From an optimization exercise on the open Yosys and OpenROAD flow, aimed at small area, a short achievable clock period and few clock cycles; shortcuts taken in it are not production practice. The RTL was checked by simulation tests, not by an equivalence proof against the original design. No activity file was given, so power comes from the tool's default toggle rates.

// processor
module processor(
    input  logic        i_clk,
    input  logic        i_rst,
    output logic [31:0] o_mem_addr,
    output logic        o_mem_wen,
    output logic [31:0] o_mem_wdata,
    output logic [3:0]  o_mem_byte_en,
    input  logic [31:0] i_mem_rdata
);
Size: ~1200 flip-flops, about 64000 µm² of cells after synthesis.
Settings: LEC_CHECK=0, ABC_AREA=1, CAP_MARGIN=30, CORE_MARGIN=2, CORE_UTILIZATION=35, PLACE_DENSITY=0.45, SLEW_MARGIN=30; clock period 14.0 ns.
standard.sh (not shown) runs the stock make flow with config.mk's settings and CLKGATE_MAP_FILE= SYNTH_SCRIPT=/design/flow/synth_recipe.tcl, a recipe that flattens the netlist after the stock synthesis.
==> flow/flow/run.sh <==
#!/bin/bash
# Standard layout (the standard.sh, its synthesis and steps unchanged),
# with repair_timing asked for extra setup slack so that it works on the
# critical paths below the clock period, port buffers of a regular buffer
# cell, and a clock tree with larger sink clusters and no dummy loads.
# Clock and constraints are the standard flow's own.
set -euo pipefail
bash standard.sh SETUP_SLACK_MARGIN=8.5 TNS_END_PERCENT=100 \
  'BUFFER_PORTS_ARGS=-buffer_cell sky130_fd_sc_hd__buf_4' \
  'CTS_ARGS=-sink_clustering_enable -repair_clock_nets -dont_use_dummy_load -sink_clustering_size 24 -sink_clustering_max_diameter 80' \
  finish > standard_flow.log 2>&1
The starting point went through all stages and came out clean.
Testbench counts at the start, summed over its fixed seeds: cycles 83,611.
Rerun with:
==> flow/flow/run.sh (replaced) <==
#!/bin/bash
# Standard layout (the standard.sh, its synthesis and steps unchanged),
# with repair_timing asked for extra setup slack so that it works on the
# critical paths below the clock period, free cell resizing, and port
# buffers of a regular buffer cell. Clock and constraints are the standard flow's own.
set -euo pipefail
bash standard.sh SETUP_SLACK_MARGIN=9 TNS_END_PERCENT=100 MATCH_CELL_FOOTPRINT=0 \
  'BUFFER_PORTS_ARGS=-buffer_cell sky130_fd_sc_hd__buf_4' finish > standard_flow.log 2>&1
- ABC_AREA: 1 -> unset
- CAP_MARGIN: 30 -> 20
- CORE_UTILIZATION: 35 -> 40
- PLACE_DENSITY: 0.45 -> 0.55
- SLEW_MARGIN: 30 -> 20
After rerunning: This time the run completed and failed the layout checks on capacitance limit, slew limit; non-clock buffer count came out higher by 238; wire length falls by 11%; first-iteration DRC count went up by 24%; total power decreases by 0.77%; die area went down by 15%; combinational power came out lower by 18%; final cell count went down by 14%; clock-buffer cell count came out higher by 72; sequential share of layout area came out lower by 3.3 points; cell area is higher by 7.4%.
Rerun with:
==> flow/flow/run.sh (replaced) <==
#!/bin/bash
# Standard layout (the standard.sh, its synthesis and steps unchanged),
# with repair_timing asked for extra setup slack so that it works on the
# critical paths below the clock period, port buffers of a regular buffer
# cell, and a clock tree with larger sink clusters and no dummy loads.
# Clock and constraints are the standard flow's own.
set -euo pipefail
bash standard.sh SETUP_SLACK_MARGIN=8.0 TNS_END_PERCENT=100 \
  'BUFFER_PORTS_ARGS=-buffer_cell sky130_fd_sc_hd__buf_4' \
  'CTS_ARGS=-sink_clustering_enable -repair_clock_nets -dont_use_dummy_load -sink_clustering_size 24 -sink_clustering_max_diameter 80' \
  finish > standard_flow.log 2>&1
- CAP_MARGIN: 20 -> 30
- CORE_UTILIZATION: 40 -> 35
- PLACE_DENSITY: 0.55 -> 0.45
- SLEW_MARGIN: 20 -> 30
What happened: The changed run ran to the end with no violations. Wire length goes down by 7.9%. Power shrinks by 15%. Sequential cell count does not change. Synthesized cell count does not change. Global-route usage drops by 6.8 points. Via count went down by 11%.
Rerun with:
==> flow/flow/run.sh (replaced) <==
#!/bin/bash
# Standard layout (the standard.sh, its synthesis and steps unchanged),
# with repair_timing asked for extra setup slack so that it works on the
# critical paths below the clock period, free cell resizing, and port
# buffers of a regular buffer cell. Clock and constraints are the standard flow's own.
set -euo pipefail
bash standard.sh SETUP_SLACK_MARGIN=9 TNS_END_PERCENT=100 MATCH_CELL_FOOTPRINT=0 \
  'BUFFER_PORTS_ARGS=-buffer_cell sky130_fd_sc_hd__buf_4' finish > standard_flow.log 2>&1
- CAP_MARGIN: 30 -> 20
- CORE_UTILIZATION: 35 -> 55
- PLACE_DENSITY: 0.45 -> 0.65
- SLEW_MARGIN: 30 -> 20
After rerunning: With this change the flow finished but fails on capacitance limit, slew limit. Die area drops by well over a third. Setup slack improved by 86 ps. Routed wire length grows by a few percent. Sequential cell count is unchanged. Clock-buffer cell count is higher by 75. Total power climbs by about a fifth.

==> re-timing with driven ports <==
The results above use ideal ports. As a check the final layouts listed here were re-extracted and re-timed, cells and wires unchanged.
Step 1 assumes that a clkbuf_16 drives the clock port and a buf_2 every other input.
Step 2 adds t to the input delays and takes it off the output delays; t is the mean of the earliest and latest rising clock arrival at the registers after step 1. Input paths then give back, and output paths get back, about the clock's delay inside the block.
Three values: ideal, step 1, step 2; two values: the first two.
run	t, ns	slack for setup (ns)	hold WS [ns]	pins driven straight from the clock port
the first run	0.843	8.296 / 8.343 / 7.500	0.326 / 0.326 / 0.326	1
the second run	0.900	8.287 / 8.288 / 7.388	0.310 / 0.310 / 0.310	1
the third run	0.808	7.942 / 8.003 / 7.195	0.319 / 0.319 / 0.319	1
the fourth run	0.855	8.028 / 8.006 / 7.151	0.302 / 0.302 / 0.302	1
The setup slack of the second run, which loses most, moves by +0.001 ns with the drivers and by -0.899 ns with both steps.
